This is an optimization exercise on Yosys and OpenROAD, whose aim is small area, not a production implementation.
Function was checked by simulation only, so behaviour that the tests miss may differ from the original.
Power and IR drop assume default switching activity.

==> design.v <==
module pong_start_text(input [9:0] x, input [9:0] y, output text);
  assign text = ((x >= 10'd121) & (x <= 10'd141) & (y >= 10'd20) & (y <= 10'd190)) |
    ((x >= 10'd191) & (x <= 10'd211) & (y >= 10'd20) & (y <= 10'd95)) |
    ((x >= 10'd141) & (x <= 10'd191) & (y >= 10'd20) & (y <= 10'd40)) |
    ((x >= 10'd141) & (x <= 10'd191) & (y >= 10'd85) & (y <= 10'd95)) |
    ((x >= 10'd231) & (x <= 10'd251) & (y >= 10'd20) & (y <= 10'd190)) |
    ((x >= 10'd291) & (x <= 10'd311) & (y >= 10'd20) & (y <= 10'd190)) |
    ((x >= 10'd251) & (x <= 10'd291) & (y >= 10'd20) & (y <= 10'd40)) |
    ((x >= 10'd251) & (x <= 10'd291) & (y >= 10'd170) & (y <= 10'd190)) |
    ((x >= 10'd321) & (x <= 10'd341) & (y >= 10'd20) & (y <= 10'd190)) |
    ((x >= 10'd391) & (x <= 10'd411) & (y >= 10'd20) & (y <= 10'd190)) |
    ((x >= 10'd341) & (x <= 10'd391) & (y >= 10'd20) & (y <= 10'd40)) |
    ((x >= 10'd421) & (x <= 10'd441) & (y >= 10'd20) & (y <= 10'd190)) |
    ((x >= 10'd491) & (x <= 10'd511) & (y >= 10'd85) & (y <= 10'd190)) |
    ((x >= 10'd441) & (x <= 10'd491) & (y >= 10'd20) & (y <= 10'd40)) |
    ((x >= 10'd441) & (x <= 10'd491) & (y >= 10'd85) & (y <= 10'd95)) |
    ((x >= 10'd441) & (x <= 10'd491) & (y >= 10'd170) & (y <= 10'd190)) |
    ((x >= 10'd131) & (x <= 10'd191) & (y >= 10'd200) & (y <= 10'd220)) |
    ((x >= 10'd151) & (x <= 10'd171) & (y >= 10'd220) & (y <= 10'd390)) |
    ((x >= 10'd211) & (x <= 10'd231) & (y >= 10'd200) & (y <= 10'd390)) |
    ((x >= 10'd271) & (x <= 10'd291) & (y >= 10'd200) & (y <= 10'd390)) |
    ((x >= 10'd231) & (x <= 10'd271) & (y >= 10'd200) & (y <= 10'd220)) |
    ((x >= 10'd231) & (x <= 10'd271) & (y >= 10'd370) & (y <= 10'd390)) |
    ((x >= 10'd311) & (x <= 10'd371) & (y >= 10'd200) & (y <= 10'd220)) |
    ((x >= 10'd311) & (x <= 10'd331) & (y >= 10'd220) & (y <= 10'd300)) |
    ((x >= 10'd311) & (x <= 10'd371) & (y >= 10'd300) & (y <= 10'd320)) |
    ((x >= 10'd351) & (x <= 10'd371) & (y >= 10'd320) & (y <= 10'd390)) |
    ((x >= 10'd311) & (x <= 10'd371) & (y >= 10'd370) & (y <= 10'd390)) |
    ((x >= 10'd391) & (x <= 10'd451) & (y >= 10'd200) & (y <= 10'd220)) |
    ((x >= 10'd391) & (x <= 10'd411) & (y >= 10'd220) & (y <= 10'd300)) |
    ((x >= 10'd391) & (x <= 10'd451) & (y >= 10'd300) & (y <= 10'd320)) |
    ((x >= 10'd431) & (x <= 10'd451) & (y >= 10'd320) & (y <= 10'd390)) |
    ((x >= 10'd391) & (x <= 10'd451) & (y >= 10'd370) & (y <= 10'd390)) |
    ((x >= 10'd21) & (x <= 10'd81) & (y >= 10'd400) & (y <= 10'd410)) |
    ((x >= 10'd21) & (x <= 10'd31) & (y >= 10'd410) & (y <= 10'd425)) |
    ((x >= 10'd21) & (x <= 10'd81) & (y >= 10'd425) & (y <= 10'd435)) |
    ((x >= 10'd71) & (x <= 10'd81) & (y >= 10'd435) & (y <= 10'd450)) |
    ((x >= 10'd21) & (x <= 10'd81) & (y >= 10'd450) & (y <= 10'd460)) |
    ((x >= 10'd91) & (x <= 10'd131) & (y >= 10'd400) & (y <= 10'd410)) |
    ((x >= 10'd106) & (x <= 10'd116) & (y >= 10'd410) & (y <= 10'd460)) |
    ((x >= 10'd141) & (x <= 10'd151) & (y >= 10'd400) & (y <= 10'd460)) |
    ((x >= 10'd151) & (x <= 10'd181) & (y >= 10'd400) & (y <= 10'd410)) |
    ((x >= 10'd151) & (x <= 10'd181) & (y >= 10'd425) & (y <= 10'd435)) |
    ((x >= 10'd181) & (x <= 10'd191) & (y >= 10'd400) & (y <= 10'd460)) |
    ((x >= 10'd201) & (x <= 10'd211) & (y >= 10'd400) & (y <= 10'd460)) |
    ((x >= 10'd211) & (x <= 10'd251) & (y >= 10'd400) & (y <= 10'd410)) |
    ((x >= 10'd211) & (x <= 10'd251) & (y >= 10'd425) & (y <= 10'd435)) |
    ((x >= 10'd251) & (x <= 10'd261) & (y >= 10'd410) & (y <= 10'd425)) |
    ((x >= 10'd251) & (x <= 10'd261) & (y >= 10'd435) & (y <= 10'd460)) |
    ((x >= 10'd271) & (x <= 10'd311) & (y >= 10'd400) & (y <= 10'd410)) |
    ((x >= 10'd286) & (x <= 10'd296) & (y >= 10'd410) & (y <= 10'd460)) |
    ((x >= 10'd381) & (x <= 10'd431) & (y >= 10'd400) & (y <= 10'd410)) |
    ((x >= 10'd381) & (x <= 10'd431) & (y >= 10'd450) & (y <= 10'd460)) |
    ((x >= 10'd381) & (x <= 10'd391) & (y >= 10'd410) & (y <= 10'd450)) |
    ((x >= 10'd421) & (x <= 10'd431) & (y >= 10'd435) & (y <= 10'd450)) |
    ((x >= 10'd401) & (x <= 10'd431) & (y >= 10'd425) & (y <= 10'd435)) |
    ((x >= 10'd451) & (x <= 10'd461) & (y >= 10'd400) & (y <= 10'd460)) |
    ((x >= 10'd461) & (x <= 10'd481) & (y >= 10'd400) & (y <= 10'd410)) |
    ((x >= 10'd461) & (x <= 10'd481) & (y >= 10'd425) & (y <= 10'd435)) |
    ((x >= 10'd481) & (x <= 10'd491) & (y >= 10'd400) & (y <= 10'd460)) |
    ((x >= 10'd501) & (x <= 10'd561) & (y >= 10'd400) & (y <= 10'd410)) |
    ((x >= 10'd501) & (x <= 10'd511) & (y >= 10'd410) & (y <= 10'd460)) |
    ((x >= 10'd526) & (x <= 10'd536) & (y >= 10'd410) & (y <= 10'd460)) |
    ((x >= 10'd551) & (x <= 10'd561) & (y >= 10'd410) & (y <= 10'd460)) |
    ((x >= 10'd571) & (x <= 10'd581) & (y >= 10'd400) & (y <= 10'd460)) |
    ((x >= 10'd581) & (x <= 10'd621) & (y >= 10'd400) & (y <= 10'd410)) |
    ((x >= 10'd581) & (x <= 10'd621) & (y >= 10'd425) & (y <= 10'd435)) |
    ((x >= 10'd581) & (x <= 10'd621) & (y >= 10'd450) & (y <= 10'd460));
endmodule
module pong_end_shapes(input [9:0] x, input [9:0] y, output t1, output t2, output td);
  wire common = ((x >= 10'd81) & (x <= 10'd101) & (y >= 10'd80) & (y <= 10'd210)) |
    ((x >= 10'd101) & (x <= 10'd141) & (y >= 10'd80) & (y <= 10'd100)) |
    ((x >= 10'd101) & (x <= 10'd141) & (y >= 10'd135) & (y <= 10'd145)) |
    ((x >= 10'd141) & (x <= 10'd161) & (y >= 10'd100) & (y <= 10'd135)) |
    ((x >= 10'd171) & (x <= 10'd191) & (y >= 10'd80) & (y <= 10'd210)) |
    ((x >= 10'd171) & (x <= 10'd231) & (y >= 10'd190) & (y <= 10'd210)) |
    ((x >= 10'd241) & (x <= 10'd261) & (y >= 10'd80) & (y <= 10'd210)) |
    ((x >= 10'd301) & (x <= 10'd321) & (y >= 10'd80) & (y <= 10'd210)) |
    ((x >= 10'd261) & (x <= 10'd301) & (y >= 10'd80) & (y <= 10'd100)) |
    ((x >= 10'd261) & (x <= 10'd301) & (y >= 10'd135) & (y <= 10'd145)) |
    ((x >= 10'd331) & (x <= 10'd351) & (y >= 10'd80) & (y <= 10'd135)) |
    ((x >= 10'd391) & (x <= 10'd411) & (y >= 10'd80) & (y <= 10'd135)) |
    ((x >= 10'd331) & (x <= 10'd411) & (y >= 10'd135) & (y <= 10'd145)) |
    ((x >= 10'd361) & (x <= 10'd381) & (y >= 10'd145) & (y <= 10'd210)) |
    ((x >= 10'd421) & (x <= 10'd441) & (y >= 10'd80) & (y <= 10'd210)) |
    ((x >= 10'd421) & (x <= 10'd481) & (y >= 10'd80) & (y <= 10'd100)) |
    ((x >= 10'd421) & (x <= 10'd481) & (y >= 10'd135) & (y <= 10'd145)) |
    ((x >= 10'd421) & (x <= 10'd481) & (y >= 10'd190) & (y <= 10'd210)) |
    ((x >= 10'd491) & (x <= 10'd511) & (y >= 10'd80) & (y <= 10'd210)) |
    ((x >= 10'd491) & (x <= 10'd551) & (y >= 10'd80) & (y <= 10'd100)) |
    ((x >= 10'd491) & (x <= 10'd551) & (y >= 10'd135) & (y <= 10'd145)) |
    ((x >= 10'd531) & (x <= 10'd551) & (y >= 10'd100) & (y <= 10'd135)) |
    ((x >= 10'd511) & (x <= 10'd551) & (y >= 10'd145) & (y <= 10'd210)) |
    ((x >= 10'd121) & (x <= 10'd141) & (y >= 10'd300) & (y <= 10'd400)) |
    ((x >= 10'd161) & (x <= 10'd181) & (y >= 10'd300) & (y <= 10'd370)) |
    ((x >= 10'd201) & (x <= 10'd221) & (y >= 10'd300) & (y <= 10'd400)) |
    ((x >= 10'd121) & (x <= 10'd221) & (y >= 10'd380) & (y <= 10'd400)) |
    ((x >= 10'd241) & (x <= 10'd301) & (y >= 10'd300) & (y <= 10'd310)) |
    ((x >= 10'd271) & (x <= 10'd281) & (y >= 10'd310) & (y <= 10'd390)) |
    ((x >= 10'd241) & (x <= 10'd301) & (y >= 10'd390) & (y <= 10'd400)) |
    ((x >= 10'd321) & (x <= 10'd341) & (y >= 10'd300) & (y <= 10'd400)) |
    ((x >= 10'd401) & (x <= 10'd421) & (y >= 10'd300) & (y <= 10'd400)) |
    ((x >= 10'd341) & (x <= 10'd401) & (y >= 10'd300) & (y <= 10'd320)) |
    ((x >= 10'd441) & (x <= 10'd501) & (y >= 10'd300) & (y <= 10'd310)) |
    ((x >= 10'd441) & (x <= 10'd461) & (y >= 10'd300) & (y <= 10'd340)) |
    ((x >= 10'd441) & (x <= 10'd501) & (y >= 10'd330) & (y <= 10'd340)) |
    ((x >= 10'd481) & (x <= 10'd501) & (y >= 10'd340) & (y <= 10'd390)) |
    ((x >= 10'd441) & (x <= 10'd501) & (y >= 10'd390) & (y <= 10'd400)) |
    ((x >= 10'd521) & (x <= 10'd531) & (y >= 10'd300) & (y <= 10'd380)) |
    ((x >= 10'd521) & (x <= 10'd531) & (y >= 10'd390) & (y <= 10'd400));
  assign t1 = common | ((x >= 10'd581) & (x <= 10'd601) & (y >= 10'd80) & (y <= 10'd210)) |
    ((x >= 10'd601) & (x <= 10'd621) & (y >= 10'd190) & (y <= 10'd210));
  assign t2 = common | ((x >= 10'd581) & (x <= 10'd621) & (y >= 10'd80) & (y <= 10'd100)) |
    ((x >= 10'd601) & (x <= 10'd621) & (y >= 10'd100) & (y <= 10'd145)) |
    ((x >= 10'd581) & (x <= 10'd621) & (y >= 10'd135) & (y <= 10'd145)) |
    ((x >= 10'd581) & (x <= 10'd601) & (y >= 10'd145) & (y <= 10'd190)) |
    ((x >= 10'd581) & (x <= 10'd621) & (y >= 10'd190) & (y <= 10'd210));
  assign td = ((x >= 10'd81) & (x <= 10'd101) & (y >= 10'd180) & (y <= 10'd300)) |
    ((x >= 10'd81) & (x <= 10'd161) & (y >= 10'd180) & (y <= 10'd200)) |
    ((x >= 10'd81) & (x <= 10'd161) & (y >= 10'd280) & (y <= 10'd300)) |
    ((x >= 10'd141) & (x <= 10'd161) & (y >= 10'd200) & (y <= 10'd280)) |
    ((x >= 10'd181) & (x <= 10'd201) & (y >= 10'd180) & (y <= 10'd300)) |
    ((x >= 10'd181) & (x <= 10'd261) & (y >= 10'd180) & (y <= 10'd200)) |
    ((x >= 10'd181) & (x <= 10'd261) & (y >= 10'd230) & (y <= 10'd250)) |
    ((x >= 10'd241) & (x <= 10'd261) & (y >= 10'd200) & (y <= 10'd230)) |
    ((x >= 10'd241) & (x <= 10'd261) & (y >= 10'd250) & (y <= 10'd270)) |
    ((x >= 10'd221) & (x <= 10'd241) & (y >= 10'd270) & (y <= 10'd290)) |
    ((x >= 10'd201) & (x <= 10'd221) & (y >= 10'd290) & (y <= 10'd300)) |
    ((x >= 10'd281) & (x <= 10'd301) & (y >= 10'd180) & (y <= 10'd300)) |
    ((x >= 10'd361) & (x <= 10'd381) & (y >= 10'd180) & (y <= 10'd300)) |
    ((x >= 10'd301) & (x <= 10'd361) & (y >= 10'd180) & (y <= 10'd200)) |
    ((x >= 10'd301) & (x <= 10'd361) & (y >= 10'd230) & (y <= 10'd250)) |
    ((x >= 10'd401) & (x <= 10'd421) & (y >= 10'd180) & (y <= 10'd300)) |
    ((x >= 10'd441) & (x <= 10'd461) & (y >= 10'd180) & (y <= 10'd270)) |
    ((x >= 10'd481) & (x <= 10'd501) & (y >= 10'd180) & (y <= 10'd300)) |
    ((x >= 10'd401) & (x <= 10'd501) & (y >= 10'd280) & (y <= 10'd300)) |
    ((x >= 10'd521) & (x <= 10'd541) & (y >= 10'd180) & (y <= 10'd260)) |
    ((x >= 10'd521) & (x <= 10'd541) & (y >= 10'd280) & (y <= 10'd300));
endmodule
module pong_game_text(input [9:0] x, input [9:0] y, output text);
  assign text = ((x >= 10'd100) & (x <= 10'd120) & (y >= 10'd120) & (y <= 10'd130)) |
    ((x >= 10'd100) & (x <= 10'd105) & (y >= 10'd130) & (y <= 10'd160)) |
    ((x >= 10'd115) & (x <= 10'd120) & (y >= 10'd130) & (y <= 10'd145)) |
    ((x >= 10'd100) & (x <= 10'd115) & (y >= 10'd145) & (y <= 10'd150)) |
    ((x >= 10'd125) & (x <= 10'd140) & (y >= 10'd120) & (y <= 10'd160)) |
    ((x >= 10'd500) & (x <= 10'd520) & (y >= 10'd120) & (y <= 10'd130)) |
    ((x >= 10'd500) & (x <= 10'd505) & (y >= 10'd130) & (y <= 10'd160)) |
    ((x >= 10'd515) & (x <= 10'd520) & (y >= 10'd130) & (y <= 10'd145)) |
    ((x >= 10'd500) & (x <= 10'd515) & (y >= 10'd145) & (y <= 10'd150)) |
    ((x >= 10'd525) & (x <= 10'd545) & (y >= 10'd120) & (y <= 10'd130)) |
    ((x >= 10'd540) & (x <= 10'd545) & (y >= 10'd130) & (y <= 10'd145)) |
    ((x >= 10'd525) & (x <= 10'd545) & (y >= 10'd145) & (y <= 10'd150)) |
    ((x >= 10'd525) & (x <= 10'd530) & (y >= 10'd150) & (y <= 10'd160)) |
    ((x >= 10'd525) & (x <= 10'd545) & (y >= 10'd155) & (y <= 10'd160));
endmodule
module pong_circles(input [9:0] x, input [9:0] y, output [5:0] circ);
    wire up = (y >= 10'd250) & (y <= 10'd310);      
    wire lo = (y >= 10'd320) & (y <= 10'd380);      
    wire [5:0] d6 = y[5:0] - (up ? 6'd24 : 6'd30);  
    wire [4:0] dy = d6[5] ? (5'd0 - d6[4:0]) : d6[4:0];
    reg [4:0] w;
    always @* begin
        case (dy)
            5'd0: w = 5'd30;
            5'd1, 5'd2, 5'd3, 5'd4, 5'd5, 5'd6, 5'd7: w = 5'd29;
            5'd8, 5'd9, 5'd10: w = 5'd28;
            5'd11, 5'd12, 5'd13: w = 5'd27;
            5'd14: w = 5'd26;
            5'd15, 5'd16: w = 5'd25;
            5'd17, 5'd18: w = 5'd24;
            5'd19: w = 5'd23;
            5'd20: w = 5'd22;
            5'd21: w = 5'd21;
            5'd22: w = 5'd20;
            5'd23: w = 5'd19;
            5'd24: w = 5'd18;
            5'd25: w = 5'd16;
            5'd26: w = 5'd14;
            5'd27: w = 5'd13;
            5'd28: w = 5'd10;
            5'd29: w = 5'd7;
            default: w = 5'd0;
        endcase
    end
    wire r = (x >= 10'd320);
    wire [9:0] t = {x[9:5] - (r ? 5'd15 : 5'd5), x[4:0]};
    wire near = (t[9:6] == 4'b0000) | (t[9:6] == 4'b1111);
    wire [6:0] a = t[9] ? (7'd0 - t[6:0]) : t[6:0];
    wire le0 = t[9] | (t == 10'd0);
    wire hit_up = near & up & (a <= {2'b00, w});
    wire hit_lo = near & lo & (a + {2'b00, w} >= 7'd30) & (a <= 7'd30 + {2'b00, w});
    assign circ[0] = ~r & hit_lo & le0;
    assign circ[1] = ~r & hit_lo & ~le0;
    assign circ[2] = ~r & hit_up;
    assign circ[3] = r & hit_lo & le0;
    assign circ[4] = r & hit_lo & ~le0;
    assign circ[5] = r & hit_up;
endmodule
module pong_cups_ball(input [9:0] x, input [9:0] y, output cup_l, output cup_r, output ball);
    wire yl = (y >= 10'd50) & (y <= 10'd150);
    wire yr = (y >= 10'd250) & (y <= 10'd350);
    wire [6:0] d = y[6:0] - (yr ? 7'd122 : 7'd50);    
    reg [3:0] q1, q2;
    always @* begin
        q1 = 4'd10; q2 = 4'd10;
        if (d < 7'd10) q1 = 4'd0; else if (d < 7'd20) q1 = 4'd1; else if (d < 7'd30) q1 = 4'd2;
        else if (d < 7'd40) q1 = 4'd3; else if (d < 7'd50) q1 = 4'd4; else if (d < 7'd60) q1 = 4'd5;
        else if (d < 7'd70) q1 = 4'd6; else if (d < 7'd80) q1 = 4'd7; else if (d < 7'd90) q1 = 4'd8;
        else if (d < 7'd100) q1 = 4'd9;
        if (d == 7'd0) q2 = 4'd10; else if (d < 7'd3) q2 = 4'd0; else if (d < 7'd13) q2 = 4'd1;
        else if (d < 7'd23) q2 = 4'd2; else if (d < 7'd33) q2 = 4'd3; else if (d < 7'd43) q2 = 4'd4;
        else if (d < 7'd53) q2 = 4'd5; else if (d < 7'd63) q2 = 4'd6; else if (d < 7'd73) q2 = 4'd7;
        else if (d < 7'd83) q2 = 4'd8; else if (d < 7'd93) q2 = 4'd9;
    end
    wire [5:0] lo_t = (yr ? 6'd39 : 6'd41) + {2'b00, q1};
    wire [5:0] hi_t = (yr ? 6'd35 : 6'd37) - {2'b00, q2};
    wire x_lo = (x[5:0] >= lo_t);
    wire x_hi = (x[5:0] <= hi_t);
    assign cup_l = yl & (((x[9:6] == 4'd0) & x_lo) | ((x[9:6] == 4'd1) & x_hi));
    assign cup_r = yr & (((x[9:6] == 4'd8) & x_lo) | ((x[9:6] == 4'd9) & x_hi));
    wire [5:0] dy6 = y[5:0] - 6'd28;                  
    wire [4:0] dy = dy6[5] ? (5'd0 - dy6[4:0]) : dy6[4:0];
    wire yb = (y >= 10'd205) & (y <= 10'd235);
    reg [3:0] w;
    always @* begin
        case (dy)
            5'd0: w = 4'd15;
            5'd1, 5'd2, 5'd3, 5'd4, 5'd5: w = 4'd14;
            5'd6, 5'd7: w = 4'd13;
            5'd8, 5'd9: w = 4'd12;
            5'd10: w = 4'd11;
            5'd11: w = 4'd10;
            5'd12: w = 4'd9;
            5'd13: w = 4'd7;
            5'd14: w = 4'd5;
            default: w = 4'd0;
        endcase
    end
    wire [6:0] dx = x[6] ? {1'b0, x[5:0]} : (7'd64 - {1'b0, x[5:0]});
    assign ball = yb & (x[9:7] == 3'b100) & (dx <= {3'b000, w});
endmodule
module pong_glyph(input [3:0] ch, input [2:0] row, input [2:0] col, output bit_o);
  function glyph(input [3:0] ch, input [2:0] row, input [2:0] col);
    reg [7:0] d;
    begin
      case ({ch, row})
        7'h00: d = 8'b00111100;
        7'h01: d = 8'b01100110;
        7'h02: d = 8'b01101110;
        7'h03: d = 8'b01110110;
        7'h04: d = 8'b01100110;
        7'h05: d = 8'b01100110;
        7'h06: d = 8'b00111100;
        7'h08: d = 8'b00011000;
        7'h09: d = 8'b00111000;
        7'h0a: d = 8'b00011000;
        7'h0b: d = 8'b00011000;
        7'h0c: d = 8'b00011000;
        7'h0d: d = 8'b00011000;
        7'h0e: d = 8'b01111110;
        7'h10: d = 8'b00111100;
        7'h11: d = 8'b01100110;
        7'h12: d = 8'b00000110;
        7'h13: d = 8'b00001100;
        7'h14: d = 8'b00011000;
        7'h15: d = 8'b00110000;
        7'h16: d = 8'b01111110;
        7'h18: d = 8'b00111100;
        7'h19: d = 8'b01100110;
        7'h1a: d = 8'b00000110;
        7'h1b: d = 8'b00011100;
        7'h1c: d = 8'b00000110;
        7'h1d: d = 8'b01100110;
        7'h1e: d = 8'b00111100;
        7'h20: d = 8'b00001100;
        7'h21: d = 8'b00011100;
        7'h22: d = 8'b00111100;
        7'h23: d = 8'b01101100;
        7'h24: d = 8'b01111110;
        7'h25: d = 8'b00001100;
        7'h26: d = 8'b00001100;
        7'h28: d = 8'b01111110;
        7'h29: d = 8'b01100000;
        7'h2a: d = 8'b01111100;
        7'h2b: d = 8'b00000110;
        7'h2c: d = 8'b00000110;
        7'h2d: d = 8'b01100110;
        7'h2e: d = 8'b00111100;
        7'h30: d = 8'b00111100;
        7'h31: d = 8'b01100000;
        7'h32: d = 8'b01111100;
        7'h33: d = 8'b01100110;
        7'h34: d = 8'b01100110;
        7'h35: d = 8'b01100110;
        7'h36: d = 8'b00111100;
        7'h38: d = 8'b01111110;
        7'h39: d = 8'b00000110;
        7'h3a: d = 8'b00001100;
        7'h3b: d = 8'b00011000;
        7'h3c: d = 8'b00110000;
        7'h3d: d = 8'b00110000;
        7'h3e: d = 8'b00110000;
        7'h40: d = 8'b00111100;
        7'h41: d = 8'b01100110;
        7'h42: d = 8'b01100110;
        7'h43: d = 8'b00111100;
        7'h44: d = 8'b01100110;
        7'h45: d = 8'b01100110;
        7'h46: d = 8'b00111100;
        7'h48: d = 8'b00111100;
        7'h49: d = 8'b01100110;
        7'h4a: d = 8'b01100110;
        7'h4b: d = 8'b00111110;
        7'h4c: d = 8'b00000110;
        7'h4d: d = 8'b00001100;
        7'h4e: d = 8'b00111100;
        7'h52: d = 8'b00011000;
        7'h53: d = 8'b00011000;
        7'h55: d = 8'b00011000;
        7'h56: d = 8'b00011000;
        default: d = 8'b00000000;
      endcase
      glyph = d[~col];
    end
  endfunction
  assign bit_o = glyph(ch, row, col);
endmodule
`timescale 1ns / 1ps
module VGATopModule #(
    parameter TICK_CYCLES = 5000,          
    parameter LOCKOUT_DURATION = 25000,    
    parameter DEBOUNCE_DELAY = 50,         
    parameter FLASH_DURATION = 5000,       
    parameter BUZZER_DURATION = 15000,     
    parameter BUZZER_HALF_PERIOD = 10      
) (
    input clk,
    input sys_rst,             
    input reset,               
    input start_button,        
    input enable,              
    input [2:0] ir_sensor_p1,  
    input [2:0] ir_sensor_p2,  
    output h_sync,
    output v_sync,
    output [3:0] red,
    output [3:0] green,
    output [3:0] blue,
    output buzzer_out          
);
    function [31:0] lf_taps(input integer w);
        case (w)
            2: lf_taps = 32'h3;     3: lf_taps = 32'h5;     4: lf_taps = 32'h9;
            5: lf_taps = 32'h12;    6: lf_taps = 32'h21;    7: lf_taps = 32'h41;
            8: lf_taps = 32'hc3;    9: lf_taps = 32'h108;   10: lf_taps = 32'h204;
            11: lf_taps = 32'h402;  12: lf_taps = 32'h883;  13: lf_taps = 32'h1013;
            14: lf_taps = 32'h2803; 15: lf_taps = 32'h4001; 16: lf_taps = 32'h8805;
            17: lf_taps = 32'h10004; 18: lf_taps = 32'h20040; 19: lf_taps = 32'h40023;
            20: lf_taps = 32'h80004; default: lf_taps = 32'h0;
        endcase
    endfunction
    function [31:0] lf_next(input [31:0] s, input integer w);
        lf_next = ((s << 1) | {31'd0, ~^(s & lf_taps(w))}) & ((32'd1 << w) - 32'd1);
    endfunction
    function [31:0] lf_adv(input integer n, input integer w);
        integer i, j;
        reg [31:0] sv;
        begin
            if (n == 50 && w == 6) lf_adv = 32'h27;
            if (n == 25001 && w == 15) lf_adv = 32'h195;
            if (n == 5001 && w == 13) lf_adv = 32'hee7;
            if (n == 1500 && w == 11) lf_adv = 32'h5bd;
            if (n == 9 && w == 4) lf_adv = 32'hd;
            if (n == 1 && w == 4) lf_adv = 32'h1;
            if (n == 2 && w == 13) lf_adv = 32'h2;
            sv = 32'd0;
            if (!((n == 50 && w == 6) || (n == 25001 && w == 15) || (n == 5001 && w == 13) ||
                  (n == 1500 && w == 11) || (n == 9 && w == 4) || (n == 1 && w == 4) || (n == 2 && w == 13))) begin
                for (j = 0; j < n; j = j + 4096)
                    for (i = j; i < n && i < j + 4096; i = i + 1)
                        sv = lf_next(sv, w);
                lf_adv = sv;
            end
        end
    endfunction
    function integer lf_clog2(input integer v);
        integer k;
        begin
            lf_clog2 = 0;
            for (k = 1; k < 31; k = k + 1)
                if ((32'd1 << k) < v) lf_clog2 = k;
            lf_clog2 = lf_clog2 + 1;
        end
    endfunction
    function [31:0] lf_prev(input [31:0] s, input integer w);
        reg [31:0] low;
        reg b;
        begin
            low = s >> 1;
            b = ~s[0] ^ (^(low & lf_taps(w) & ~(32'd1 << (w - 1))));
            lf_prev = low | ({31'd0, b} << (w - 1));
        end
    endfunction
    function [31:0] lf_load(input integer n, input integer w);
        integer i, j;
        reg [31:0] sv;
        begin
            if (n == 20003 && w == 15) lf_load = 32'h2ab8;
            else if (n == 25000 && w == 15) lf_load = 32'h6b39;
            else if (n == 15000 && w == 15) lf_load = 32'h4670;
            else begin
                sv = (32'd1 << (w - 1)) - 32'd1;
                for (j = 0; j < n; j = j + 4096)
                    for (i = j; i < n && i < j + 4096; i = i + 1)
                        sv = lf_prev(sv, w);
                lf_load = sv;
            end
        end
    endfunction
    localparam ST_START = 2'd0, ST_GAME = 2'd1, ST_END = 2'd2;
    reg [9:0] x, y;
    reg [1:0] p;
    reg fl;
    wire pix_en = (p == 2'd3);
    wire x_end = x[9] & x[8] & (&x[4:0]);    
    wire y_end = y[9] & y[3] & y[2];         
    wire x_zero = ~|x;
    always @(posedge clk) begin
        if (sys_rst) begin
            {x, p} <= 12'd2;
            y <= 10'd0;
            fl <= 1'b1;
        end else begin
            {x, p} <= (pix_en & x_end) ? 12'd0 : {x, p} + 12'd1;
            if (pix_en) begin
                if (x_end) fl <= 1'b0;
                if (x_zero & ~fl) y <= y_end ? 10'd0 : y + 10'd1;
            end
        end
    end
    assign h_sync = ~((x >= 10'd656) & (x < 10'd752));
    assign v_sync = ~((y >= 10'd490) & (y < 10'd492));
    wire video_on = (x < 10'd640) & (y < 10'd480);
    wire start_edge, reset_edge;
    pong_db #(.DELAY(DEBOUNCE_DELAY)) start_db(
        .clk(clk), .rst(sys_rst), .in(start_button), .out(), .rise(start_edge));
    pong_db #(.DELAY(DEBOUNCE_DELAY)) reset_db(
        .clk(clk), .rst(sys_rst), .in(reset), .out(), .rise(reset_edge));
    reg [1:0] st;
    wire stopped;
    always @(posedge clk) begin
        if (sys_rst | reset_edge)
            st <= ST_START;
        else case (st)
            ST_START: if (start_edge) st <= ST_GAME;
            ST_GAME:  if (stopped) st <= ST_END;
            ST_END:   ;
            default:  st <= ST_START;
        endcase
    end
    wire in_start = (st == ST_START);
    wire in_game = (st == ST_GAME);
    wire in_end = (st == ST_END);
    wire grst = sys_rst | ~in_game;
    wire clr = sys_rst | in_start;
    wire [2:0] s1t, s2t;
    wire [3:0] s1o, s2o;
    wire lk_last, lk_idle;
    pong_score #(.LOCKOUT(LOCKOUT_DURATION), .DELAY(DEBOUNCE_DELAY), .BUZZ(BUZZER_DURATION)) sc1(
        .clk(clk), .sys_rst(sys_rst), .clr(clr), .run(in_game & ~stopped), .bload(in_game & stopped),
        .ir(ir_sensor_p1), .tens(s1t), .ones(s1o), .last(lk_last), .idle(lk_idle));
    pong_score #(.LOCKOUT(LOCKOUT_DURATION), .DELAY(DEBOUNCE_DELAY), .BUZZ(BUZZER_DURATION)) sc2(
        .clk(clk), .sys_rst(sys_rst), .clr(clr), .run(in_game & ~stopped), .bload(1'b0),
        .ir(ir_sensor_p2), .tens(s2t), .ones(s2o), .last(), .idle());
    wire [1:0] res = {{s1t, s1o} > {s2t, s2o}, {s2t, s2o} > {s1t, s1o}};
    reg ev;
    always @(posedge clk)
        ev <= ~sys_rst & in_end & (ev | pix_en);
    localparam TW = lf_clog2(TICK_CYCLES + 3);
    localparam [TW-1:0] T_TICK = lf_adv(TICK_CYCLES + 1, TW);
    localparam [TW-1:0] T_C1 = lf_adv(2, TW);
    reg [TW-1:0] tc;
    wire tick = (tc == T_TICK);
    reg m1;              
    reg [2:0] s10;
    reg [3:0] s1;        
    assign stopped = s1[3] & s1[2];
    always @(posedge clk) begin
        if (grst) begin
            tc <= {TW{1'b0}};
            m1 <= 1'b1;
            s10 <= 3'd5;
            s1 <= 4'd9;
        end else begin
            tc <= tick ? T_C1 : lf_next(tc, TW);
            if (tick & ~stopped) begin
                if (!m1 && s10 == 3'd0 && s1 == 4'd0)
                    s1 <= 4'd15;
                else if (s1 == 4'd0) begin
                    s1 <= 4'd9;
                    if (s10 == 3'd0) begin
                        s10 <= 3'd5;
                        m1 <= 1'b0;
                    end else
                        s10 <= s10 - 3'd1;
                end else
                    s1 <= s1 - 4'd1;
            end
        end
    end
    wire [5:0] cup_green;
    genvar gi;
    generate
        for (gi = 0; gi < 6; gi = gi + 1) begin : flash
            pong_flash #(.DURATION(FLASH_DURATION)) f(
                .clk(clk), .rst(grst), .en(pix_en),
                .ir(gi < 3 ? ir_sensor_p1[gi % 3] : ir_sensor_p2[gi % 3]),
                .green(cup_green[gi]));
        end
    endgenerate
    wire band_t = (y >= 10'd64) & (y <= 10'd91);
    wire band_s = (y >= 10'd192) & (y <= 10'd219);
    reg [3:0] ch;
    reg ch_ok;
    always @* begin
        ch = 4'd0;
        ch_ok = 1'b0;
        case (x[9:5])
            5'd5:  begin ch = {1'b0, s1t}; ch_ok = band_s; end
            5'd6:  begin ch = s1o;         ch_ok = band_s; end
            5'd8:  begin ch = 4'd0;        ch_ok = band_t; end
            5'd9:  begin ch = {3'd0, m1};  ch_ok = band_t; end
            5'd10: begin ch = 4'd10;       ch_ok = band_t; end
            5'd11: begin ch = {1'b0, s10}; ch_ok = band_t; end
            5'd12: begin ch = s1;          ch_ok = band_t; end
            5'd13: begin ch = {1'b0, s2t}; ch_ok = band_s; end
            5'd14: begin ch = s2o;         ch_ok = band_s; end
            default: ;
        endcase
    end
    wire [2:0] ncol = x[4:2] + {2'b00, &x[1:0]};
    wire gbit;
    pong_glyph glyph_rom(.ch(ch), .row(y[4:2]), .col(ncol), .bit_o(gbit));
    reg nb;
    always @(posedge clk)
        if (grst) nb <= 1'b0;
        else if (pix_en) nb <= ch_ok & gbit;
    wire digit_area = ((y >= 10'd30) & (y <= 10'd93) & (x >= 10'd256) & (x <= 10'd415)) |
                      ((y >= 10'd192) & (y <= 10'd255) &
                       (((x >= 10'd160) & (x <= 10'd223)) | ((x >= 10'd416) & (x <= 10'd479))));
    wire g_text;
    wire [5:0] circ;
    pong_game_text gtext(.x(x), .y(y), .text(g_text));
    pong_circles circles(.x(x), .y(y), .circ(circ));
    reg [3:0] g_c;    
    always @* begin
        if (digit_area)      g_c = nb ? 4'b1100 : 4'b0111;
        else if (g_text)     g_c = 4'b1100;
        else if (circ[0])    g_c = cup_green[0] ? 4'b0110 : 4'b1000;
        else if (circ[1])    g_c = cup_green[1] ? 4'b0110 : 4'b1000;
        else if (circ[2])    g_c = cup_green[2] ? 4'b0110 : 4'b1000;
        else if (circ[3])    g_c = cup_green[3] ? 4'b0110 : 4'b1000;
        else if (circ[4])    g_c = cup_green[4] ? 4'b0110 : 4'b1000;
        else if (circ[5])    g_c = cup_green[5] ? 4'b0110 : 4'b1000;
        else                 g_c = 4'b0111;
        if (!video_on)       g_c = 4'b0000;
    end
    wire prev_vis = (x == 10'd1) ? (fl | ((y != 10'd0) & (y <= 10'd480)))
                                 : ((x != 10'd0) & (x <= 10'd640) & (y < 10'd480));
    wire cup_l, cup_r, ball, s_text;
    pong_start_text stext(.x(x), .y(y), .text(s_text));
    pong_cups_ball cups(.x(x), .y(y), .cup_l(cup_l), .cup_r(cup_r), .ball(ball));
    reg [3:0] s_c;
    always @* begin
        if (cup_l)       s_c = 4'b1000;
        else if (cup_r)  s_c = 4'b0011;
        else if (ball)   s_c = 4'b1111;
        else if (s_text) s_c = 4'b1100;
        else             s_c = 4'b0111;
        if (!prev_vis)   s_c = 4'b0000;
    end
    wire e_t1, e_t2, e_td;
    pong_end_shapes eshapes(.x(x), .y(y), .t1(e_t1), .t2(e_t2), .td(e_td));
    wire e_on = ev & (res[1] ? e_t1 : res[0] ? e_t2 : e_td);
    wire [3:0] e_c = !prev_vis ? 4'b0000 : e_on ? 4'b1100 : 4'b0111;
    wire [3:0] c = (st == ST_START) ? s_c : in_game ? g_c : in_end ? e_c : 4'b0000;
    assign red = {4{c[3]}};
    assign green = {c[2], c[1], c[2], c[1]};
    assign blue = {4{c[0]}};
    localparam RW = lf_clog2(BUZZER_HALF_PERIOD + 2);
    localparam [RW-1:0] R_ZERO = lf_adv(BUZZER_HALF_PERIOD - 1, RW);
    reg ben;
    reg [RW-1:0] br;
    reg bz;
    always @(posedge clk) begin
        ben <= ~sys_rst & ~reset_edge & in_end & ~lk_last & ~lk_idle;
        if (sys_rst || !ben) begin
            br <= R_ZERO;
            bz <= 1'b0;
        end else if (br == R_ZERO) begin
            br <= {RW{1'b0}};
            bz <= ~bz;
        end else
            br <= lf_next(br, RW);
    end
    assign buzzer_out = bz;
endmodule
module pong_db #(parameter DELAY = 50) (
    input clk,
    input rst,
    input in,
    output reg out,
    output rise
);
    function [31:0] lf_taps(input integer w);
        case (w)
            2: lf_taps = 32'h3;     3: lf_taps = 32'h5;     4: lf_taps = 32'h9;
            5: lf_taps = 32'h12;    6: lf_taps = 32'h21;    7: lf_taps = 32'h41;
            8: lf_taps = 32'hc3;    9: lf_taps = 32'h108;   10: lf_taps = 32'h204;
            11: lf_taps = 32'h402;  12: lf_taps = 32'h883;  13: lf_taps = 32'h1013;
            14: lf_taps = 32'h2803; 15: lf_taps = 32'h4001; 16: lf_taps = 32'h8805;
            17: lf_taps = 32'h10004; 18: lf_taps = 32'h20040; 19: lf_taps = 32'h40023;
            20: lf_taps = 32'h80004; default: lf_taps = 32'h0;
        endcase
    endfunction
    function [31:0] lf_next(input [31:0] s, input integer w);
        lf_next = ((s << 1) | {31'd0, ~^(s & lf_taps(w))}) & ((32'd1 << w) - 32'd1);
    endfunction
    function [31:0] lf_adv(input integer n, input integer w);
        integer i, j;
        reg [31:0] sv;
        begin
            if (n == 50 && w == 6) lf_adv = 32'h27;
            if (n == 25001 && w == 15) lf_adv = 32'h195;
            if (n == 5001 && w == 13) lf_adv = 32'hee7;
            if (n == 1500 && w == 11) lf_adv = 32'h5bd;
            if (n == 9 && w == 4) lf_adv = 32'hd;
            if (n == 1 && w == 4) lf_adv = 32'h1;
            if (n == 2 && w == 13) lf_adv = 32'h2;
            sv = 32'd0;
            if (!((n == 50 && w == 6) || (n == 25001 && w == 15) || (n == 5001 && w == 13) ||
                  (n == 1500 && w == 11) || (n == 9 && w == 4) || (n == 1 && w == 4) || (n == 2 && w == 13))) begin
                for (j = 0; j < n; j = j + 4096)
                    for (i = j; i < n && i < j + 4096; i = i + 1)
                        sv = lf_next(sv, w);
                lf_adv = sv;
            end
        end
    endfunction
    function integer lf_clog2(input integer v);
        integer k;
        begin
            lf_clog2 = 0;
            for (k = 1; k < 31; k = k + 1)
                if ((32'd1 << k) < v) lf_clog2 = k;
            lf_clog2 = lf_clog2 + 1;
        end
    endfunction
    function [31:0] lf_prev(input [31:0] s, input integer w);
        reg [31:0] low;
        reg b;
        begin
            low = s >> 1;
            b = ~s[0] ^ (^(low & lf_taps(w) & ~(32'd1 << (w - 1))));
            lf_prev = low | ({31'd0, b} << (w - 1));
        end
    endfunction
    function [31:0] lf_load(input integer n, input integer w);
        integer i, j;
        reg [31:0] sv;
        begin
            if (n == 20003 && w == 15) lf_load = 32'h2ab8;
            else if (n == 25000 && w == 15) lf_load = 32'h6b39;
            else if (n == 15000 && w == 15) lf_load = 32'h4670;
            else begin
                sv = (32'd1 << (w - 1)) - 32'd1;
                for (j = 0; j < n; j = j + 4096)
                    for (i = j; i < n && i < j + 4096; i = i + 1)
                        sv = lf_prev(sv, w);
                lf_load = sv;
            end
        end
    endfunction
    localparam W = lf_clog2(DELAY + 3);
    localparam [W-1:0] C_END = lf_adv(DELAY, W);
    localparam [W-1:0] J = {1'b1, {(W-1){1'b0}}};    
    reg s0, s1;
    reg [W-1:0] c;
    wire is_j = (c == J);
    wire [W-1:0] nx = lf_next(c, W) | {{(W-1){1'b0}}, is_j};
    always @(posedge clk) begin
        if (rst) begin
            s0 <= 1'b0;
            s1 <= 1'b0;
            out <= 1'b0;
            c <= {W{1'b0}};
        end else begin
            s0 <= in;
            s1 <= s0;
            if (s1 == out)
                c <= {W{1'b0}};
            else if (c == C_END) begin
                c <= J;
                out <= s1;
            end else
                c <= nx;
        end
    end
    assign rise = out & is_j;
endmodule
module pong_score #(parameter LOCKOUT = 25000, parameter DELAY = 50, parameter BUZZ = 15000) (
    input clk,
    input sys_rst,
    input clr,
    input run,
    input bload,
    input [2:0] ir,
    output reg [2:0] tens,
    output reg [3:0] ones,
    output last,
    output idle
);
    function [31:0] lf_taps(input integer w);
        case (w)
            2: lf_taps = 32'h3;     3: lf_taps = 32'h5;     4: lf_taps = 32'h9;
            5: lf_taps = 32'h12;    6: lf_taps = 32'h21;    7: lf_taps = 32'h41;
            8: lf_taps = 32'hc3;    9: lf_taps = 32'h108;   10: lf_taps = 32'h204;
            11: lf_taps = 32'h402;  12: lf_taps = 32'h883;  13: lf_taps = 32'h1013;
            14: lf_taps = 32'h2803; 15: lf_taps = 32'h4001; 16: lf_taps = 32'h8805;
            17: lf_taps = 32'h10004; 18: lf_taps = 32'h20040; 19: lf_taps = 32'h40023;
            20: lf_taps = 32'h80004; default: lf_taps = 32'h0;
        endcase
    endfunction
    function [31:0] lf_next(input [31:0] s, input integer w);
        lf_next = ((s << 1) | {31'd0, ~^(s & lf_taps(w))}) & ((32'd1 << w) - 32'd1);
    endfunction
    function [31:0] lf_adv(input integer n, input integer w);
        integer i, j;
        reg [31:0] sv;
        begin
            if (n == 50 && w == 6) lf_adv = 32'h27;
            if (n == 25001 && w == 15) lf_adv = 32'h195;
            if (n == 5001 && w == 13) lf_adv = 32'hee7;
            if (n == 1500 && w == 11) lf_adv = 32'h5bd;
            if (n == 9 && w == 4) lf_adv = 32'hd;
            if (n == 1 && w == 4) lf_adv = 32'h1;
            if (n == 2 && w == 13) lf_adv = 32'h2;
            sv = 32'd0;
            if (!((n == 50 && w == 6) || (n == 25001 && w == 15) || (n == 5001 && w == 13) ||
                  (n == 1500 && w == 11) || (n == 9 && w == 4) || (n == 1 && w == 4) || (n == 2 && w == 13))) begin
                for (j = 0; j < n; j = j + 4096)
                    for (i = j; i < n && i < j + 4096; i = i + 1)
                        sv = lf_next(sv, w);
                lf_adv = sv;
            end
        end
    endfunction
    function integer lf_clog2(input integer v);
        integer k;
        begin
            lf_clog2 = 0;
            for (k = 1; k < 31; k = k + 1)
                if ((32'd1 << k) < v) lf_clog2 = k;
            lf_clog2 = lf_clog2 + 1;
        end
    endfunction
    function [31:0] lf_prev(input [31:0] s, input integer w);
        reg [31:0] low;
        reg b;
        begin
            low = s >> 1;
            b = ~s[0] ^ (^(low & lf_taps(w) & ~(32'd1 << (w - 1))));
            lf_prev = low | ({31'd0, b} << (w - 1));
        end
    endfunction
    function [31:0] lf_load(input integer n, input integer w);
        integer i, j;
        reg [31:0] sv;
        begin
            if (n == 20003 && w == 15) lf_load = 32'h2ab8;
            else if (n == 25000 && w == 15) lf_load = 32'h6b39;
            else if (n == 15000 && w == 15) lf_load = 32'h4670;
            else begin
                sv = (32'd1 << (w - 1)) - 32'd1;
                for (j = 0; j < n; j = j + 4096)
                    for (i = j; i < n && i < j + 4096; i = i + 1)
                        sv = lf_prev(sv, w);
                lf_load = sv;
            end
        end
    endfunction
    localparam W = lf_clog2(LOCKOUT + 3);
    localparam [W-1:0] LOAD = lf_load(LOCKOUT, W);
    localparam [W-1:0] BLOAD = lf_load(BUZZ, W);
    localparam [W-1:0] LAST = {1'b0, {(W-1){1'b1}}};
    wire [2:0] e;
    genvar i;
    generate
        for (i = 0; i < 3; i = i + 1) begin : s
            pong_db #(.DELAY(DELAY)) db(.clk(clk), .rst(sys_rst), .in(ir[i]), .out(), .rise(e[i]));
        end
    endgenerate
    reg [W-1:0] lk;
    assign idle = &lk;
    assign last = (lk == LAST);
    wire [W-1:0] lk_nx = lf_next(lk, W) | {{(W-1){1'b0}}, last};
    wire hit = run & idle & (|e) & (tens != 3'd5);
    always @(posedge clk) begin
        if (clr) begin
            lk <= {W{1'b1}};
            tens <= 3'd0;
            ones <= 4'd0;
        end else begin
            lk <= bload ? BLOAD : hit ? LOAD : lk_nx;
            if (hit) begin
                if (ones == 4'd9) begin
                    ones <= 4'd0;
                    tens <= tens + 3'd1;
                end else
                    ones <= ones + 4'd1;
            end
        end
    end
endmodule
module pong_flash #(parameter DURATION = 5000) (
    input clk,
    input rst,
    input en,
    input ir,
    output green
);
    function [31:0] lf_taps(input integer w);
        case (w)
            2: lf_taps = 32'h3;     3: lf_taps = 32'h5;     4: lf_taps = 32'h9;
            5: lf_taps = 32'h12;    6: lf_taps = 32'h21;    7: lf_taps = 32'h41;
            8: lf_taps = 32'hc3;    9: lf_taps = 32'h108;   10: lf_taps = 32'h204;
            11: lf_taps = 32'h402;  12: lf_taps = 32'h883;  13: lf_taps = 32'h1013;
            14: lf_taps = 32'h2803; 15: lf_taps = 32'h4001; 16: lf_taps = 32'h8805;
            17: lf_taps = 32'h10004; 18: lf_taps = 32'h20040; 19: lf_taps = 32'h40023;
            20: lf_taps = 32'h80004; default: lf_taps = 32'h0;
        endcase
    endfunction
    function [31:0] lf_next(input [31:0] s, input integer w);
        lf_next = ((s << 1) | {31'd0, ~^(s & lf_taps(w))}) & ((32'd1 << w) - 32'd1);
    endfunction
    function [31:0] lf_adv(input integer n, input integer w);
        integer i, j;
        reg [31:0] sv;
        begin
            if (n == 50 && w == 6) lf_adv = 32'h27;
            if (n == 25001 && w == 15) lf_adv = 32'h195;
            if (n == 5001 && w == 13) lf_adv = 32'hee7;
            if (n == 1500 && w == 11) lf_adv = 32'h5bd;
            if (n == 9 && w == 4) lf_adv = 32'hd;
            if (n == 1 && w == 4) lf_adv = 32'h1;
            if (n == 2 && w == 13) lf_adv = 32'h2;
            sv = 32'd0;
            if (!((n == 50 && w == 6) || (n == 25001 && w == 15) || (n == 5001 && w == 13) ||
                  (n == 1500 && w == 11) || (n == 9 && w == 4) || (n == 1 && w == 4) || (n == 2 && w == 13))) begin
                for (j = 0; j < n; j = j + 4096)
                    for (i = j; i < n && i < j + 4096; i = i + 1)
                        sv = lf_next(sv, w);
                lf_adv = sv;
            end
        end
    endfunction
    function integer lf_clog2(input integer v);
        integer k;
        begin
            lf_clog2 = 0;
            for (k = 1; k < 31; k = k + 1)
                if ((32'd1 << k) < v) lf_clog2 = k;
            lf_clog2 = lf_clog2 + 1;
        end
    endfunction
    function [31:0] lf_prev(input [31:0] s, input integer w);
        reg [31:0] low;
        reg b;
        begin
            low = s >> 1;
            b = ~s[0] ^ (^(low & lf_taps(w) & ~(32'd1 << (w - 1))));
            lf_prev = low | ({31'd0, b} << (w - 1));
        end
    endfunction
    function [31:0] lf_load(input integer n, input integer w);
        integer i, j;
        reg [31:0] sv;
        begin
            if (n == 20003 && w == 15) lf_load = 32'h2ab8;
            else if (n == 25000 && w == 15) lf_load = 32'h6b39;
            else if (n == 15000 && w == 15) lf_load = 32'h4670;
            else begin
                sv = (32'd1 << (w - 1)) - 32'd1;
                for (j = 0; j < n; j = j + 4096)
                    for (i = j; i < n && i < j + 4096; i = i + 1)
                        sv = lf_prev(sv, w);
                lf_load = sv;
            end
        end
    endfunction
    localparam N = 4 * (DURATION + 1);
    localparam W = lf_clog2(N + 2);
    localparam [W-1:0] LOAD = lf_load(N - 1, W);
    localparam [W-1:0] LAST = {1'b0, {(W-1){1'b1}}};
    reg prev;
    reg [W-1:0] t;
    assign green = ~&t;
    wire load = en & ir & ~prev;
    always @(posedge clk) begin
        if (rst) begin
            prev <= 1'b0;
            t <= {W{1'b1}};
        end else begin
            if (en) prev <= ir;
            t <= load ? LOAD : (lf_next(t, W) | {{(W-1){1'b0}}, t == LAST});
        end
    end
endmodule
==> flow/run.sh <==
#!/bin/bash
# Layout flow: the standard flow (standard.sh), with an area-oriented ABC
# script (deep AIG resynthesis, then area-oriented mapping) in place of
# ORFS's mapping script, and with adders left to ABC instead of mapped to
# full and half adder cells. Everything else, including the synthesis script,
# is ORFS's own.
set -euo pipefail
HERE=$(pwd)
rm -rf "$HERE/orfs_scripts"
cp -r "$FLOW_HOME/scripts" "$HERE/orfs_scripts"
cp "$HERE/flow/abc_deep.script" "$HERE/orfs_scripts/abc_speed.script"
cp "$HERE/flow/abc_deep.script" "$HERE/orfs_scripts/abc_area.script"
bash standard.sh SCRIPTS_DIR="$HERE/orfs_scripts" ADDER_MAP_FILE= finish > "$HERE/flow_make.log" 2>&1
==> flow/abc_deep.script <==
strash
&get -n
&deepsyn -T 120
&put
&get -n
&dch -f
&nf -R 1000
&put
topo
stime -c
==> standard.sh <==
#!/bin/bash
# synth_recipe.tcl (not shown) runs the flow's synth.tcl, then flattens the netlist and writes it again
# the make line also repeats each setting of config.mk as NAME=value (left out here)
make -C /OpenROAD-flow-scripts/flow DESIGN_CONFIG=/design/flow/config.mk WORK_HOME=/design/flow/orfs CLKGATE_MAP_FILE= SYNTH_SCRIPT=/design/flow/synth_recipe.tcl "${@:-finish}"
==> config.mk <==
export PLATFORM = sky130hd
export DESIGN_NAME = VGATopModule
export DESIGN_NICKNAME = VGATopModule
export VERILOG_FILES = /design/flow/design.v
export SDC_FILE = /design/flow/constraint.sdc
export NUM_CORES = 4
export LEC_CHECK = 0
export CAP_MARGIN = 20
export CORE_MARGIN = 2
export CORE_UTILIZATION = 40
export PLACE_DENSITY = 0.6
export SLEW_MARGIN = 40
==> constraint.sdc <==
create_clock -name core_clock -period 20.0 [get_ports {clk}]
set_input_delay 4.0000 -clock core_clock [delete_from_list [all_inputs] [get_ports {clk}]]
set_output_delay 4.0000 -clock core_clock [all_outputs]
set_load 0.01 [all_outputs]
==> key figures, run 1 <==
Status
  – Status: timing/DRC/antenna clean

Detailed routing
  – Initial DRC count: between 1k and 1.5k
  – Vias per Instance: 6.07
  – Final antenna-violating net count: 0
  – Routed len/inst: 22.7 um
  – Pre-Repair DR Iteration Count: 9
  – DRC Markers: 0
  – Routed WL: approximately 52 mm
  – Vias: 13.9k

STA
  – Final period util: 72.9%
  – Worst hold slack: approximately 430 ps
  – Final Max Tran Viols: 0
  – Setup violations, final: 0
  – Setup TNS: 0 ps
  – Max Clk Rate: 68.6 MHz
  – Min cycle time layout: 14580 ps
  – RSZ-0062 raised after global routing: false
  – Clk_skew: 14.8 ps
  – Worst slew pin tran: roughly 930 ps
  – Final hold vios: 0
  – Slew Limit Headroom: 37.2%

Synthesis
  – Synth area leaders: dfxtp_1, nand2_1, nor2_1, a21oi_1, o21ai_0
  – Yosys Warn Count: 7
  – Number of synthesized flops with an enable pin: 0
  – Yosys top cell area share: 40.0%
  – Mean Syn Cell Area: 7.65 um2
  – Area leader, netlist: dfxtp_1
  – Seq cells post-synth: 266
  – Syn_nets: 1751
  – Post-Syn Area: 0.0133 mm2
  – Register area share after synthesis: 40.0%
  – Synth cell types: 61
  – Synth async-reset ratio: 0%
  – Main synth FF type: dfxtp_1
  – Post-Synthesis Cells: about 1.7k

Layout
  – Final core occ: 47.0%
  – Nets: 1833
  – Most frequent cells in the layout: nand2_1, dfxtp_1, nor2_1
  – Fill cells: approximately 3.3k
  – Leading cell type in the layout, fill and taps excluded: nand2_1
  – Share of cells above drive strength 1: ~5%
  – Area grow syn2layout: 15.3%
  – Post-Layout Cell Count: 2288

Global routing
  – Number of global-route vias before repair: 13.0k
  – First-pass GRT wire length: ~80 mm
  – GRT Util Overall: 29.1%
  – Pin count of the biggest net entering global routing: 56
  – Overflow after GRT: 0
  – Initial antenna violation count: 1

Place
  – GP Congestion: 0.984
  – Hpwl dp: 38.7 mm
  – Inst Count DP: 2233
  – Buffers on Ports: 24

Pwr
  – Peak supply drop: ~0.060 mV
  – Pwr dens: just over 70 mW/mm2
  – Leakage power: 5.53 nW

Floorplan
  – Die Y-Extent: 186 um
  – Top-level port count: 26
  – CORE AREA: 0.0326 mm2
  – Die Wd: 186 um
  – Starting Density: 40.8%
  – Rows: 66
  – Full die area: 0.0347 mm2

Clocking
  – CTS H-Tree Depth: 1
  – Setup Buffers After CTS: 0
  – CTS Buf Count: 29
  – Clock Root Buffer: clkbuf_16
  – Clock latency on the worst-skew pair: 570 ps
  – Post-CTS resize count: 0
  – CTS tree: done
  – CTS max path bufs: 3
  – Post-CTS Hold Buffers: 0
  – # clock sinks: 266
  – Clk slew on worst S/H paths: around 60 ps

Critical path
  – Slowest stage delay, CP: 670 ps
  – Slowest CP cell: xnor2_1
  – Bufs and invs on worst path: 4
  – Endpoint class of the critical path: output pin
  – CP delay by family, top: compound AO/OA/AOI/OAI gates
  – Type of origin of the critical path: flip-flop
  – Cell mode on critical path: a21oi_1
  – CP required: between 15000 and 20000 ps
  – Critical path type: flip-flop to output pin
  – Crit-path max FO: 30
  – Critical Path AT: 10580 ps

Hold path
  – Worst hold path type: flip-flop to flip-flop

Flow run
  – Max Cap Violations: 0
## registers in the layout, indices dropped and copies added, names as in the netlist, 4 cells and up
register	flops
br	4
s1	4
sc1.ones	4
flash.f.prev	6
reset_db.c	6
flash.f.t	90
sc1.s.db.c	18
sc2.lk	15
sc2.ones	4
x	10
tc	13
start_db.c	6
y	10
sc2.s.db.c	18
sc1.lk	15
## final timing paths
| path | slack, ps | startpoint | depth (start not counted) | to |
|---|---|---|---|---|
| setup reg to reg | 15290 | x[8]$_SDFF_PP0_ | 16 | nb$_SDFFE_PP0P_ |
| hold / removal | 430 | sc1.s[1].db.s0$_SDFF_PP0_ | 1 | sc1.s[1].db.s1$_SDFF_PP0_ |
| hold reg to reg | 430 | sc1.s[1].db.s0$_SDFF_PP0_ | 1 | sc1.s[1].db.s1$_SDFF_PP0_ |
| setup / recovery | 5420 | y[2]$_SDFFE_PP0P_ | 34 | red[0] |
## routing by layer
layer	share of wire [%]	track usage (%)	up-vias
met5	0	0	-
li1	-	-	6520
met1	44	39.4	6611
met3	7.2	4.70	151
met2	45	46.9	611
met4	4.2	10.5	0
## cells by family (layout without fill, tap and decap cells)
group	Yosys count	in the layout	share of synthesized area [%]
compound gates	432	432	20.5
xor+xnor	38	38	2.50
fa+ha+maj	4	4	0.301
buf+inv	48	153	1.58
flops	266	266	40.0
mux	11	11	0.837
other cells	0	1	0
simple gates	941	941	34.2
## metrics by stage
stage	cell area (um2)	power, W	setup slack (ps)
after detailed placement	14300	0.000584	5610
after global routing	15300	0.00116	4510
final	15300	0.00111	5420
after global placement	14300	0.000584	5760
after floorplan	13300	0.000568	8630
after CTS	15300	0.00113	4950
## cell usage after synthesis, types with 21 or more instances
library cell  number
nor2_1           241
nand3_1           42
o21ai_0          111
or2_0             36
xnor2_1           29
nor3_1            79
dfxtp_1          266
nor3b_1           21
nor4_1            31
or3_1             40
nand4_1           40
a31oi_1           28
nand2b_1          24
nand2_1          265
nor2b_1           34
a21oi_1          113
and2_0            50
clkinv_1          40
## cell type report
class                   count  area (um2)  share of cell area (%)
diodes                      1        2.50                  0.0163
clock buffers              42         855                    5.57
well taps                 442         553                    3.61
multi-input cells        1426        7800                    50.9
clock inverters            12         144                   0.938
inverters                  40         150                   0.979
repair buffers             59         498                    3.25
flip-flops and latches    266        5330                    34.7
## where the power goes
group	switching [W]	total [W]	internal [W]	leakage, nW
sequential	0.00000139	0.000534	0.000532	2.15
clock	0.000218	0.000542	0.000325	0.498
combinational	0.0000238	0.0000389	0.0000151	2.88
total	0.000243	0.00111	0.000872	5.53
==> run 2, diff against run 1 <==
==> flow/run.sh (replaced) <==
#!/bin/bash
# Layout flow: the standard flow (standard.sh) with these changes, all
# aimed at cell area (the clock period is met with several ns to spare):
#  - synthesis: an area-oriented ABC script (deep AIG resynthesis, then
#    area-oriented mapping) in place of ORFS's mapping script, and adders
#    left to ABC instead of being mapped to full and half adder cells.
#    Registers are untouched: ABC only sees the logic between them.
#  - port buffers: the smallest buffer cell.
#  - clock tree: clkbuf_8 buffers, sinks clustered by 20, no dummy loads.
# Everything else is ORFS's own.
set -euo pipefail
HERE=$(pwd)
rm -rf "$HERE/orfs_scripts"
cp -r "$FLOW_HOME/scripts" "$HERE/orfs_scripts"
cp "$HERE/flow/abc_deep.script" "$HERE/orfs_scripts/abc_speed.script"
cp "$HERE/flow/abc_deep.script" "$HERE/orfs_scripts/abc_area.script"
bash standard.sh SCRIPTS_DIR="$HERE/orfs_scripts" ADDER_MAP_FILE= \
  GPL_TIMING_DRIVEN=0 \
  BUFFER_PORTS_ARGS="-buffer_cell sky130_fd_sc_hd__buf_1" \
  CTS_ARGS="-sink_clustering_enable -repair_clock_nets -dont_use_dummy_load -buf_list sky130_fd_sc_hd__clkbuf_8 -root_buf sky130_fd_sc_hd__clkbuf_8 -sink_clustering_size 20 -sink_clustering_max_diameter 120" \
  finish > "$HERE/flow_make.log" 2>&1
==> flow/abc_deep.script (replaced) <==
strash
&get -n
&deepsyn -T 300
&put
&get -n
&dch -f
&nf -R 1000
&put
topo
stime -c
--- a/config.mk
+++ b/config.mk
@@ -8,5 +8,6 @@
 export CAP_MARGIN = 20
 export CORE_MARGIN = 2
 export CORE_UTILIZATION = 40
+export GPL_TIMING_DRIVEN = 0
 export PLACE_DENSITY = 0.6
 export SLEW_MARGIN = 40
==> run 2 against run 1 <==
Critical path type unchanged. Fmax is 14% higher. Total power is 28% lower. Non-clock buffer count is 17 lower. Final cell count is 3.7% lower. Final area is 7.2% lower. Worst hold slack worse by 50 ps. Core utilization is 3.1 points lower. Global-route usage is 3.0 points lower. Still clean on timing, DRC and antenna. Via count is 4.3% lower. Setup slack better by 1800 ps. Largest power group is now registers. Critical path depth is 2 lower.
==> key figures, run 2 <==
Status
  – Status: timing/DRC/antenna clean

Layout
  – Largest regs: flash.f.t (90), sc1.s.db.c (18), sc2.s.db.c (18)
  – Storage cell area: roughly 0.0053 mm2
  – Number of flip-flops in the largest register: 90
  – Area grow syn2layout: 8.79%
  – Leading cell type in the layout, fill and taps excluded: dfxtp_1
  – Antenna Diode Count: 0
  – Multi-input logic area: 0.00762 mm2
  – Share of cells above drive strength 1: 3.63%
  – Most frequent cells in the layout: dfxtp_1, nor2_1, nand2_1
  – Fill cells: 3316
  – Nets: 1774
  – Biggest register: flash.f.t

STA
  – Clk_skew: about 110 ps
  – Final period util: 63.7%
  – Min cycle time layout: 12740 ps
  – RSZ-0062 raised after global routing: false
  – Final Max Tran Viols: 0
  – Setup TNS: 0 ps
  – Worst hold slack: about 380 ps
  – Setup violations, final: 0
  – Slew Limit Headroom: 34.4%
  – Final hold vios: 0
  – Max Clk Rate: 78.5 MHz
  – Worst slew pin tran: approximately 980 ps

Synthesis
  – Register area share after synthesis: 40.7%
  – Synth cell types: 59
  – Post-Synthesis Cells: 1709
  – Most frequent cell after synthesis: dfxtp_1
  – Largest family of logic cells by synthesized area: simple AND/OR/NAND/NOR gates
  – Number of synthesized flops with an enable pin: 0
  – Multiplexer area fraction after synthesis: less than 1%
  – Compound-cell area share of the yosys netlist: between 10% and 20%
  – Post-synthesis simple-gate area fraction: 35.7%
  – Post-Syn Area: 0.0131 mm2
  – XOR/XNOR Fraction of Synth Area: 1.74%
  – Top post-synthesis cells by count: dfxtp_1, nor2_1, nand2_1, o21ai_0, a21oi_1
  – Main synth FF type: dfxtp_1
  – Seq cells post-synth: 266
  – Mean Syn Cell Area: 7.65 um2
  – Area leader, netlist: dfxtp_1
  – Yosys top cell area share: ~40%
  – Synth area leaders: dfxtp_1, nor2_1, nand2_1, o21ai_0, a21oi_1
  – Adder-cell share of the synthesized area: 0%
  – Synth async-reset ratio: 0%
  – Syn_nets: roughly 1.7k
  – Yosys Warn Count: 7

Global routing
  – Initial antenna violation count: 0
  – GRT Util Overall: 26.1%
  – Pin count of the biggest net entering global routing: 40
  – Number of global-route vias before repair: 12.2k
  – First-pass GRT wire length: 69.6 mm
  – Overflow after GRT: 0

Pwr
  – Clk pwr share: 29.6%
  – Pwr dens: between 50 and 60 mW/mm2
  – Sequential fraction of design power: 66.5%
  – Peak supply drop: roughly 0.041 mV
  – Leakage power: 5.13 nW
  – Internal power: 0.000625 W
  – Sw Ratio: 22.4%
  – Combinational Power Share: 3.9%
  – NetSw: 0.000180 W

Place
  – Hpwl dp: around 34 mm
  – GP Congestion: ~1.1
  – Buffers on Ports: 24

Clocking
  – Setup Buffers After CTS: 0
  – CTS Buf Count: 18
  – Clock Root Buffer: clkbuf_8
  – CTS max path bufs: 3
  – # clock sinks: ~270
  – CTS H-Tree Depth: 1
  – Clock latency on the worst-skew pair: approximately 550 ps
  – CTS tree: done
  – Clk slew on worst S/H paths: roughly 120 ps
  – Post-CTS Hold Buffers: 0
  – Post-CTS resize count: 0

Detailed routing
  – Routed len/inst: a little over 20 um
  – Vias per Instance: 6.03
  – DRC Markers: 0
  – Routed WL: 45.0 mm
  – Final antenna-violating net count: 0
  – Pre-Repair DR Iteration Count: 6
  – Vias: 13.3k
  – Initial DRC count: 1602

Critical path
  – Crit-path max FO: 20
  – Critical path type: flip-flop to output pin
  – Slowest CP cell: dfxtp_1
  – CP required: 16000 ps
  – Critical Path AT: 8740 ps
  – Slowest stage delay, CP: 860 ps
  – Type of origin of the critical path: flip-flop
  – Cell mode on critical path: o21ai_0
  – Endpoint class of the critical path: output pin

Floorplan
  – CORE AREA: about 0.032 mm2
  – Die Wd: 185 um
  – Starting Density: 40.4%
  – Top-level port count: 26
  – Rows: 66
  – Full die area: 0.0342 mm2
  – Die Y-Extent: 185 um

Flow run
  – Max Cap Violations: 0

Hold path
  – Worst hold path type: flip-flop to flip-flop
-- run 2: cell count changes in the layout (fill, tap and decap cells not counted), sizes merged, moves of 9 or more --
cell,delta
and3,+22
nand2,-21
xnor2,-14
nand4,+9
clkdlybuf4s50,-23
clkbuf,-24
nor3,-18
nand2b,+10
nor2,+13
or2,-9
clkinv,-12
-- run 2: cell families after synthesis --
kind of cell              after synthesis
muxes                                  10
AOI/OAI and AO/OA                     411
xor gates and xnor gates               26
DFF                                   266
and+or+nand+nor                       952
buffers and inverters                  44
-- run 2: final timing paths --
check | start | end | slack, ps | cells after the start
worst min-delay path | flash[4].f.t[11]$_SDFF_PP1_ | flash[4].f.t[12]$_SDFF_PP1_ | 380 | 2
worst max register to register | x[9]$_SDFF_PP0_ | nb$_SDFFE_PP0P_ | 15790 | 14
worst max-delay path | y[3]$_SDFFE_PP0P_ | red[1] | 7260 | 32
worst min register to register | flash[4].f.t[11]$_SDFF_PP1_ | flash[4].f.t[12]$_SDFF_PP1_ | 380 | 2
-- run 2: layer usage --
metal	global-route usage [%]	up-vias	wire, um
li1	-	6317	-
met5	0	-	0
met1	35.7	6208	19800
met2	40.6	618	19300
met4	11.5	0	2210
met3	4.05	149	3610
-- run 2: critical path, delay by kind of cell (launching register included) --
family | cells | cell delay, ps
AO/OA/AOI/OAI | 14 | 3390
XOR/XNOR | 1 | 390
buffers and inverters | 3 | 660
flip-flops | 1 | 860
AND/OR/NAND/NOR | 14 | 2900
-- run 2: power groups by stage --
stage,clock [W],combinational (W),sequential (W)
CTS,0.000249,0.0000317,0.000535
finish,0.000238,0.0000318,0.000535
floorplan,0,0.0000192,0.000546
global route,0.000268,0.0000346,0.000536
detailed placement,0,0.0000316,0.000547
global placement,0,0.0000302,0.000547
-- run 2: cell type report --
| cell class | count | area share, % |
|---|---|---|
| buffer | 8 | 0.422 |
| clock buffer | 18 | 1.74 |
| inverter | 36 | 0.950 |
| multi-input combinational | 1399 | 53.6 |
| sequential | 266 | 37.5 |
| tap | 442 | 3.89 |
| timing repair buffer | 34 | 1.88 |
-- run 2: through the flow --
stage	setup WS (ps)	instance area [um2]	std cells	utilization (%)	total power (W)
6_report	7260	14200	2203	44.0	0.000805
5_1_grt	6670	14200	2203	44.0	0.000838
4_1_cts	7260	14200	2203	43.9	0.000816
3_5_place_dp	7920	14000	2185	43.1	0.000579
3_3_place_gp	7050	13700	2175	42.4	0.000577
2_1_floorplan	9440	13100	1709	-	0.000565

## afterwards: timing with drivers on the ports
The flow's constraints put no driver on any port. The routed layouts listed below were extracted and timed again, unchanged, in two steps. Step 1 (the two cells are an assumption about what drives the block):
set clk [get_ports {clk}]
set_driving_cell -lib_cell sky130_fd_sc_hd__clkbuf_16 $clk
set_driving_cell -lib_cell sky130_fd_sc_hd__buf_2 [delete_from_list [all_inputs] $clk]
Step 2, shift: input delay + t, output delay - t, t = (earliest + latest rising clock arrival at the registers) / 2. This alone moves slack from input paths to output paths. Slacks: ideal ports / drivers / drivers and shift; pairs: ideal ports / drivers.
| run | t, ns | slack for setup (ns) | worst slew at a driven data input, ns |
|---|---|---|---|
| run 1 | 0.614 | 5.416 / 5.365 / 5.979 | 0.04 |
| run 2 | 0.546 | 7.260 / 7.208 / 7.754 | 0.03 |
After both steps every run listed still meets setup and hold.
